Source: an optimization exercise on an open RTL-to-GDS flow (aim: small area, a short achievable clock period and few clock cycles). Production flows keep margins and buffers that such runs may drop.
The flow treats the clock pin as an ideal source. Dropping or thinning the clock tree relies on that and would not hold on a real chip.

== v6 ==
==> flow/design.v <==
module fifo #(
	parameter DATA_WIDTH = 8,
	parameter FIFO_DEPTH = 8,
	parameter SWITCH     = 8
)
(
	input                       clk,
	input                       rst_n,
	input      [DATA_WIDTH-1:0] m0_data,
	input                       m0_valid,
	output                      m0_ready,
	input      [DATA_WIDTH-1:0] m1_data,
	input                       m1_valid,
	output reg                  m1_ready,
	output reg [DATA_WIDTH-1:0] odata,
	output reg                  ovalid,
	input                       oready
);
	localparam NR = FIFO_DEPTH - 1;            
	localparam CW = $clog2(SWITCH);
	localparam RW = $clog2(NR + 1);
	reg  [CW-1:0]         cnt;                 
	reg                   sel;                 
	reg                   m0_nrdy;             
	reg  [RW-1:0]         len;                 
	reg  [2:0]            tail;                
	reg  [2:0]            front;               
	reg  [DATA_WIDTH-1:0] ring [0:NR-1];
	assign m0_ready = ~m0_nrdy;
	wire [DATA_WIDTH-1:0] in_d = sel ? m1_data : m0_data;
	wire acc    = (m0_valid & ~m0_nrdy) | (m1_valid & m1_ready);
	wire h_load = ~ovalid | oready;            
	wire r_empty = (len == 0);
	localparam [2:0] SLOT0 = 3'b001, SLOT5 = 3'b110, SLOT6 = 3'b100;
	wire take    = r_empty | ((tail == SLOT0) & (len != NR));
	wire at_exit = ~r_empty & (front == SLOT6);
	wire ins = acc & ~(r_empty & h_load);      
	wire ext = h_load & at_exit;               
	wire [2:0] tail_inc  = {tail[1:0], tail[2] ^ tail[1]};
	wire [2:0] n_len = {len[2] ^ ((ins & len[1] & len[0]) | (ext & ~len[1] & ~len[0])),
	                    len[1] ^ ((ins & len[0]) | (ext & ~len[0])),
	                    len[0] ^ (ins | ext)};
	wire [2:0] n_tail = ins ? SLOT0 : tail_inc;
	wire [2:0] front_inc = {front[1:0], front[2] ^ front[1]};
	wire [2:0] n_front = ext ? front : (ins & r_empty) ? SLOT0 : front_inc;
	wire n_take = ins ? (len != NR - 1)
	            : ext ? ((len == 1) | (tail == SLOT6))
	            :       (r_empty | ((len != NR) & (tail == SLOT6)));
	wire sel_acc  = sel ^ (cnt == SWITCH - 1);    
	wire n_sel    = acc ? sel_acc : sel;
	wire [DATA_WIDTH-1:0] x_d = take ? in_d : ring[NR-1];
	always @(posedge clk) begin
		tail  <= n_tail;
		front <= n_front;
	end
	integer i;
	always @(posedge clk) begin
		ring[0] <= x_d;
		for (i = 1; i < NR; i = i + 1)
			ring[i] <= ring[i-1];
		if (h_load) odata <= x_d;
	end
	always @(posedge clk or negedge rst_n) begin
		if (~rst_n) begin
			cnt      <= 0;
			sel      <= 1'b0;
			m0_nrdy  <= 1'b0;
			m1_ready <= 1'b0;
			ovalid   <= 1'b0;
			len      <= 0;
		end else begin
			cnt      <= cnt ^ {acc & cnt[1] & cnt[0], acc & cnt[0], acc};
			sel      <= n_sel;
			m0_nrdy  <= ~n_take | n_sel;
			m1_ready <= n_take & n_sel;
			if (h_load) ovalid <= r_empty ? acc : at_exit;
			len      <= n_len;
		end
	end
endmodule
module wr_interconnect #
(
    parameter DATA_WIDTH = 8,
    parameter ADDR_WIDTH = 16
)
(
	input         			clk,
	input         			rst_n,
	input  [ADDR_WIDTH-1:0] m0_awaddr,
	input         			m0_awvalid,
	output        			m0_awready,
	input  [DATA_WIDTH-1:0] m0_wdata,
	input         			m0_wvalid,
	output        			m0_wready,
	input  [ADDR_WIDTH-1:0] m1_awaddr,
	input         			m1_awvalid,
	output        			m1_awready,
	input  [DATA_WIDTH-1:0] m1_wdata,
	input         			m1_wvalid,
	output        			m1_wready,
	output [ADDR_WIDTH-1:0] mem_awaddr,
	output        			mem_awvalid,
	input         			mem_awready,
	output [DATA_WIDTH-1:0] mem_wdata,
	output        			mem_wvalid,
	input         			mem_wready
);
fifo #(.DATA_WIDTH(ADDR_WIDTH)) AWFIFO (.clk(clk), .rst_n(rst_n),
	.m0_data(m0_awaddr), .m0_valid(m0_awvalid), .m0_ready(m0_awready),
	.m1_data(m1_awaddr), .m1_valid(m1_awvalid), .m1_ready(m1_awready),
	.odata(mem_awaddr), .ovalid(mem_awvalid), .oready(mem_awready));
fifo #(.DATA_WIDTH(DATA_WIDTH)) WFIFO (.clk(clk), .rst_n(rst_n),
	.m0_data(m0_wdata), .m0_valid(m0_wvalid), .m0_ready(m0_wready),
	.m1_data(m1_wdata), .m1_valid(m1_wvalid), .m1_ready(m1_wready),
	.odata(mem_wdata), .ovalid(mem_wvalid), .oready(mem_wready));
endmodule
export LEC_CHECK = 0
export CAP_MARGIN = 20
export CORE_MARGIN = 2
export CORE_UTILIZATION = 40
export CTS_BUF_LIST = sky130_fd_sc_hd__clkbuf_4 sky130_fd_sc_hd__clkbuf_8 sky130_fd_sc_hd__clkbuf_16
export CTS_CLUSTER_DIAMETER = 100
export CTS_CLUSTER_SIZE = 30
export SETUP_SLACK_MARGIN = 3.0
export SLEW_MARGIN = 20
create_clock -name core_clock -period 5.0 [get_ports {clk}]
standard.sh (not shown) runs the stock make flow with config.mk's settings and CLKGATE_MAP_FILE= SYNTH_SCRIPT=/design/flow/synth_recipe.tcl, a recipe that flattens the netlist after the stock synthesis.
==> flow/flow/run.sh <==
#!/bin/bash
set -euo pipefail
here=$(pwd)
bash standard.sh MATCH_CELL_FOOTPRINT=0 "BUFFER_PORTS_ARGS=-buffer_cell sky130_fd_sc_hd__buf_1" "CTS_ARGS=-sink_clustering_enable -repair_clock_nets -dont_use_dummy_load -sink_clustering_size 30 -sink_clustering_max_diameter 100 -buf_list sky130_fd_sc_hd__clkbuf_16" "POST_CTS_TCL=$here/flow/post_cts.tcl" finish > flow_standard.log 2>&1
==> flow/flow/post_cts.tcl <==
# Drop the H-tree's middle level: the root buffer then drives the leaf
# buffers directly, two buffers from the clock port to every register.
set mid {}
foreach inst [[ord::get_db_block] getInsts] {
  if {[regexp {^clkbuf_[1-9][0-9]*_[0-9]+__f_} [$inst getName]]} { lappend mid [$inst getName] }
}
puts "post_cts: removing [llength $mid] middle clock buffers: $mid"
if {[llength $mid]} {
  remove_buffers {*}$mid
  detailed_placement
  estimate_parasitics -placement
  report_clock_latency
}
### v6 -> v7
--- a/flow/design.v
+++ b/flow/design.v
@@ -24,34 +24,31 @@
 	reg                   m0_nrdy;             
 	reg  [RW-1:0]         len;                 
-	reg  [2:0]            tail;                
-	reg  [2:0]            front;               
+	reg  [RW-1:0]         tail;                
+	reg  [RW-1:0]         front;               
+	reg                   take;                
 	reg  [DATA_WIDTH-1:0] ring [0:NR-1];
 	assign m0_ready = ~m0_nrdy;
-	wire [DATA_WIDTH-1:0] in_d = sel ? m1_data : m0_data;
 	wire acc    = (m0_valid & ~m0_nrdy) | (m1_valid & m1_ready);
 	wire h_load = ~ovalid | oready;            
 	wire r_empty = (len == 0);
-	localparam [2:0] SLOT0 = 3'b001, SLOT5 = 3'b110, SLOT6 = 3'b100;
-	wire take    = r_empty | ((tail == SLOT0) & (len != NR));
-	wire at_exit = ~r_empty & (front == SLOT6);
+	reg  at_exit;                              
 	wire ins = acc & ~(r_empty & h_load);      
 	wire ext = h_load & at_exit;               
-	wire [2:0] tail_inc  = {tail[1:0], tail[2] ^ tail[1]};
-	wire [2:0] n_len = {len[2] ^ ((ins & len[1] & len[0]) | (ext & ~len[1] & ~len[0])),
-	                    len[1] ^ ((ins & len[0]) | (ext & ~len[0])),
-	                    len[0] ^ (ins | ext)};
-	wire [2:0] n_tail = ins ? SLOT0 : tail_inc;
-	wire [2:0] front_inc = {front[1:0], front[2] ^ front[1]};
-	wire [2:0] n_front = ext ? front : (ins & r_empty) ? SLOT0 : front_inc;
+	wire [RW-1:0] tail_inc = (tail == NR - 1) ? 0 : tail + 1'b1;
+	wire [RW-1:0] n_len  = ins ? len + 1'b1 : ext ? len - 1'b1 : len;
+	wire [RW-1:0] n_tail = ins ? 0 : tail_inc;
+	wire [RW-1:0] front_inc = (front == NR - 1) ? 0 : front + 1'b1;
+	wire [RW-1:0] n_front = ext ? front : (ins & r_empty) ? 0 : front_inc;
 	wire n_take = ins ? (len != NR - 1)
-	            : ext ? ((len == 1) | (tail == SLOT6))
-	            :       (r_empty | ((len != NR) & (tail == SLOT6)));
+	            : ext ? ((len == 1) | (tail == NR - 1))
+	            :       (r_empty | ((len != NR) & (tail == NR - 1)));
+	wire n_at_exit = ext ? (len != 1) : (~r_empty & (front == NR - 2));
 	wire sel_acc  = sel ^ (cnt == SWITCH - 1);    
 	wire n_sel    = acc ? sel_acc : sel;
-	wire [DATA_WIDTH-1:0] x_d = take ? in_d : ring[NR-1];
-	always @(posedge clk) begin
-		tail  <= n_tail;
-		front <= n_front;
-	end
+	wire s_m0 = take & ~sel;
+	wire s_m1 = take &  sel;
+	wire [DATA_WIDTH-1:0] x_d = ({DATA_WIDTH{s_m0}} & m0_data)
+	                          | ({DATA_WIDTH{s_m1}} & m1_data)
+	                          | ({DATA_WIDTH{~take}} & ring[NR-1]);
 	integer i;
 	always @(posedge clk) begin
@@ -69,6 +66,10 @@
 			ovalid   <= 1'b0;
 			len      <= 0;
+			tail     <= 0;
+			front    <= 0;
+			take     <= 1'b1;
+			at_exit  <= 1'b0;
 		end else begin
-			cnt      <= cnt ^ {acc & cnt[1] & cnt[0], acc & cnt[0], acc};
+			if (acc) cnt <= (cnt == SWITCH - 1) ? 0 : cnt + 1'b1;
 			sel      <= n_sel;
 			m0_nrdy  <= ~n_take | n_sel;
@@ -76,4 +77,8 @@
 			if (h_load) ovalid <= r_empty ? acc : at_exit;
 			len      <= n_len;
+			tail     <= n_tail;
+			front    <= n_front;
+			take     <= n_take;
+			at_exit  <= n_at_exit;
 		end
 	end
[summary]
For v6, the worst setup path startpoint was WFIFO.m0_nrdy$_DFF_PN0_, unlike v7, where it was mem_awready. Changes observed in v7 relative to v6: final cell area excluding filler cells saw an increase, synthesized-area fraction occupied by ao, oa, aoi and oai cells went up by 2.4 points. Re routed wire length: v6 and v7 aren't equal, and the higher value belongs to v7. v7 against v6: post-synth design cell area up 180 um2; setup slack up 0.011 ns; wire length of the first global-routing pass down 110 um.
No run of this note included a check of the RTL's function; only the layout flow was run.

separate check: timing with driven ports:
In the flow no input, the clock included, has a driving cell. The finished layouts below were timed again as built, in two steps. Step 1, drivers: a clkbuf_16 drives clk and a buf_2 each remaining input, both assumed. Step 2 also shifts input and output timing later by t, the mid clock arrival at the registers, as if the neighbouring blocks saw the same clock. a / b / c = no drivers / after step 1 / after step 2; a / b = the first two.
run	t (ns)	slack for setup (ns)	worst setup path after step 2
v6	0.407	3.048 / 3.010 / 2.720	input to register
v7	0.407	3.059 / 3.023 / 2.660	input to register
After both steps every run listed still meets setup and hold. The setup slack of v7, which loses most, moves by -0.036 ns with the drivers and by -0.399 ns with both steps.
